This design comes from an exercise in tuning for small area, a short achievable clock period and few clock cycles on the open sky130 flow, not from production work. Where RTL was checked, it was by simulation tests only, not by an equivalence proof against the original. No driver is modelled on the clock port, so clock power and skew are understated where the tree is cut down; a real chip needs a root buffer or a tree.

==> flow/design.v <==
module LZ77_Encoder(clk,reset,chardata,valid,encode,finish,offset,match_len,char_nxt);
input 				clk;
input 				reset;
input 		[7:0] 	chardata;
output  			valid;
output  			encode;
output  			finish;
output 		[3:0] 	offset;
output 		[2:0] 	match_len;
output 	 	[7:0] 	char_nxt;
reg					valid;
reg					finish;
reg			[3:0]	offset;
reg			[2:0]	match_len;
reg			[3:0]	ch;			 
reg					ch5;		 
reg			[3:0]	H [0:9];	 
reg			[5:0]	E [0:8];	 
reg			[6:0]	T;			 
reg					ended;		 
reg			[2:0]	skip;		 
reg					done;		 
integer 	d, j;
assign encode = valid;
assign char_nxt = {2'b00, ch5, 1'b0, ch};
wire		inrange1 = ~ended;			 
always @(posedge clk or posedge reset)
begin
	if (reset)
	begin
		ended <= 1'b0;
		for (d = 0; d < 10; d = d + 1)
			H[d] <= 4'd0;
	end
	else
	begin
		ended <= ended | chardata[5];
		H[0] <= chardata[3:0] ^ 4'd3;
		for (d = 1; d < 10; d = d + 1)
			H[d] <= H[d-1];
	end
end
reg			[8:0]	En;
always @(*)
	for (d = 0; d < 9; d = d + 1)
		En[d] = inrange1 & (H[0] == H[d+1]);
always @(posedge clk)
begin
	for (d = 0; d < 9; d = d + 1)
		E[d] <= {E[d][4:0], En[d]};
	T <= {T[5:0], chardata[5]};
end
reg			[7:0]	a [0:8];	 
reg			[7:0]	A;			 
reg			[3:0]	off [1:7];	 
reg			[2:0]	L;
reg			[3:0]	S;
reg			[4:0]	X;			 
wire		[4:0]	C [0:7];	 
reg					last;		 
assign C[7] = {chardata[5], chardata[3:0] ^ 4'd3};
assign C[6] = {T[0], H[0]};
assign C[5] = {T[1], H[1]};
assign C[4] = {T[2], H[2]};
assign C[3] = {T[3], H[3]};
assign C[2] = {T[4], H[4]};
assign C[1] = {T[5], H[5]};
assign C[0] = {T[6], H[6]};
always @(*)
begin
	for (d = 0; d < 9; d = d + 1)
	begin
		a[d][0] = 1'b1;
		for (j = 1; j < 7; j = j + 1)
			a[d][j] = a[d][j-1] & E[d][6-j];
		a[d][7] = a[d][6] & En[d];
	end
	for (j = 0; j < 8; j = j + 1)
	begin
		A[j] = 1'b0;
		for (d = 0; d < 9; d = d + 1)
			A[j] = A[j] | a[d][j];
	end
	for (j = 1; j < 8; j = j + 1)
	begin
		off[j] = 4'd0;
		for (d = 0; d < 9; d = d + 1)
			if (a[d][j]) off[j] = d;
	end
	L = 3'd0;
	S = 4'd0;
	X = C[0];
	for (j = 1; j < 8; j = j + 1)
		if (A[j])
		begin
			L = j;
			S = off[j];
			X = C[j];
		end
	last = X[4];
end
wire				emit = (skip == 3'd0) & ~done;
always @(posedge clk)
begin
	offset <= S;
	match_len <= L;
	ch <= X[3:0] ^ 4'd3;
	ch5 <= last;
	valid <= emit;
	finish <= done;
end
always @(posedge clk or posedge reset)
begin
	if (reset)
	begin
		skip <= 3'd7;
		done <= 1'b0;
	end
	else
	begin
		skip <= emit ? L : skip - 3'd1;
		done <= done | (emit & last);
	end
end
endmodule
Settings: LEC_CHECK=0, CAP_MARGIN=20, CORE_MARGIN=2, CORE_UTILIZATION=70, PLACE_DENSITY=0.85, SLEW_MARGIN=20; clock period 10.0 ns.
standard.sh (not shown) runs the stock make flow with config.mk's settings and CLKGATE_MAP_FILE= SYNTH_SCRIPT=/design/flow/synth_recipe.tcl, a recipe that flattens the netlist after the stock synthesis.
==> flow/flow/run.sh <==
#!/bin/bash
# Own layout flow: the standard flow (standard.sh), with
#  - synthesis by flow/synth.tcl: the standard synthesis script, but ABC
#    maps the logic with an area-oriented script (flow/abc_area.script),
#  - port buffers of buf_2 instead of the default clkdlybuf4s50_1,
#  - a larger setup target for ORFS's timing repair,
#  - a one-level clock tree (flow/cts.tcl) in place of TritonCTS.
# Each step's full output goes to a log file of its own in this folder.
set -euo pipefail
export FLOW_DIR_OWN=$PWD/flow
export OWN_ABC_SCRIPT=$PWD/flow/abc_area.script
export MCT_COLS=${MCT_COLS:-2}
export MCT_ROWS=${MCT_ROWS:-2}
VARS=("SYNTH_SCRIPT=$PWD/flow/synth.tcl" "BUFFER_PORTS_ARGS=-buffer_cell sky130_fd_sc_hd__buf_2" "SETUP_SLACK_MARGIN=7.33")
bash standard.sh "${VARS[@]}" place > flow_place.log 2>&1
bash standard.sh "${VARS[@]}" run RUN_SCRIPT=$PWD/flow/cts.tcl RUN_LOG_NAME_STEM=4_1_cts > flow_cts.log 2>&1
bash standard.sh "${VARS[@]}" finish > flow_finish.log 2>&1
Other scripts of this flow, unchanged in this note and not shown: flow/flow/abc_area.script, flow/flow/clkbuf.tcl, flow/flow/cts.tcl, flow/flow/synth.tcl
Testbench counts at the start, summed over its fixed seeds: cycles 12,332.
Next try:
--- a/flow/design.v
+++ b/flow/design.v
@@ -13,31 +13,32 @@
 reg			[3:0]	offset;
 reg			[2:0]	match_len;
 reg			[3:0]	ch;			 
 reg					ch5;		 
 reg			[3:0]	H [0:9];	 
 reg			[5:0]	E [0:8];	 
-reg			[6:0]	T;			 
 reg					ended;		 
+reg			[2:0]	k;			 
 reg			[2:0]	skip;		 
 reg					done;		 
 integer 	d, j;
 assign encode = valid;
 assign char_nxt = {2'b00, ch5, 1'b0, ch};
+wire		term = (chardata == 8'h24) & ~ended;
 wire		inrange1 = ~ended;			 
 always @(posedge clk or posedge reset)
 begin
 	if (reset)
 	begin
 		ended <= 1'b0;
 		for (d = 0; d < 10; d = d + 1)
 			H[d] <= 4'd0;
 	end
 	else
 	begin
-		ended <= ended | chardata[5];
+		ended <= ended | term;
 		H[0] <= chardata[3:0] ^ 4'd3;
 		for (d = 1; d < 10; d = d + 1)
 			H[d] <= H[d-1];
 	end
 end
 reg			[8:0]	En;
@@ -45,30 +46,30 @@
 	for (d = 0; d < 9; d = d + 1)
 		En[d] = inrange1 & (H[0] == H[d+1]);
 always @(posedge clk)
 begin
 	for (d = 0; d < 9; d = d + 1)
 		E[d] <= {E[d][4:0], En[d]};
-	T <= {T[5:0], chardata[5]};
+	k <= ended ? k + 3'd1 : 3'd0;
 end
 reg			[7:0]	a [0:8];	 
 reg			[7:0]	A;			 
 reg			[3:0]	off [1:7];	 
 reg			[2:0]	L;
 reg			[3:0]	S;
-reg			[4:0]	X;			 
-wire		[4:0]	C [0:7];	 
+reg			[3:0]	X;			 
+wire		[3:0]	C [0:7];	 
 reg					last;		 
-assign C[7] = {chardata[5], chardata[3:0] ^ 4'd3};
-assign C[6] = {T[0], H[0]};
-assign C[5] = {T[1], H[1]};
-assign C[4] = {T[2], H[2]};
-assign C[3] = {T[3], H[3]};
-assign C[2] = {T[4], H[4]};
-assign C[1] = {T[5], H[5]};
-assign C[0] = {T[6], H[6]};
+assign C[7] = chardata[3:0] ^ 4'd3;
+assign C[6] = H[0];
+assign C[5] = H[1];
+assign C[4] = H[2];
+assign C[3] = H[3];
+assign C[2] = H[4];
+assign C[1] = H[5];
+assign C[0] = H[6];
 always @(*)
 begin
 	for (d = 0; d < 9; d = d + 1)
 	begin
 		a[d][0] = 1'b1;
 		for (j = 1; j < 7; j = j + 1)
@@ -94,20 +95,22 @@
 		if (A[j])
 		begin
 			L = j;
 			S = off[j];
 			X = C[j];
 		end
-	last = X[4];
+	last = term & A[7];
+	for (j = 0; j < 7; j = j + 1)
+		last = last | (ended & (k == j) & A[6-j]);
 end
 wire				emit = (skip == 3'd0) & ~done;
 always @(posedge clk)
 begin
 	offset <= S;
 	match_len <= L;
-	ch <= X[3:0] ^ 4'd3;
+	ch <= X ^ 4'd3;
 	ch5 <= last;
 	valid <= emit;
 	finish <= done;
 end
 always @(posedge clk or posedge reset)
 begin
Core utilization is higher by 2.3 points. Global-route usage is higher by 0.20 points. Routed wire length is higher by 11%. Critical path depth is higher by 4. Synthesized area is higher by 1.3%. Via count is higher by 8.7%.
Function not checked in the second run of this note: the RTL went through the layout flow alone. In every run of this note, the design's own scripts or RTL, not TritonCTS, make the clock network.

==> afterwards: timing with drivers on the ports <==
No port has a modelled driver above. Below, the same layouts with a new extraction and two added sets of constraints. Step 1 (the two cells are an assumption about what drives the block):
set clk [get_ports {clk}]
set_driving_cell -lib_cell sky130_fd_sc_hd__clkbuf_16 $clk
set_driving_cell -lib_cell sky130_fd_sc_hd__buf_2 [delete_from_list [all_inputs] $clk]
Step 2 adds t to the input delays and takes it off the output delays; t is the mean of the earliest and latest rising clock arrival at the registers after step 1. Input paths then give back, and output paths get back, about the clock's delay inside the block. a / b / c = ideal / step 1 / step 2; a / b = the first two.
run | t (ns) | slack for setup (ns) | worst setup path at the end | slew at the worst register clock pin (ns) | worst slew at a driven data input, ns
the first run | 0.247 | 7.356 / 7.274 / 7.371 | input to register | 0.11 / 0.11 | 0.03
the second run | 0.242 | 7.122 / 7.134 / 6.921 | input to register | 0.11 / 0.11 | 0.06
After both steps setup and hold are still met in every run listed. For the second run, which loses most, drivers alone change the setup slack by +0.012 ns; drivers and shift together by -0.201 ns.
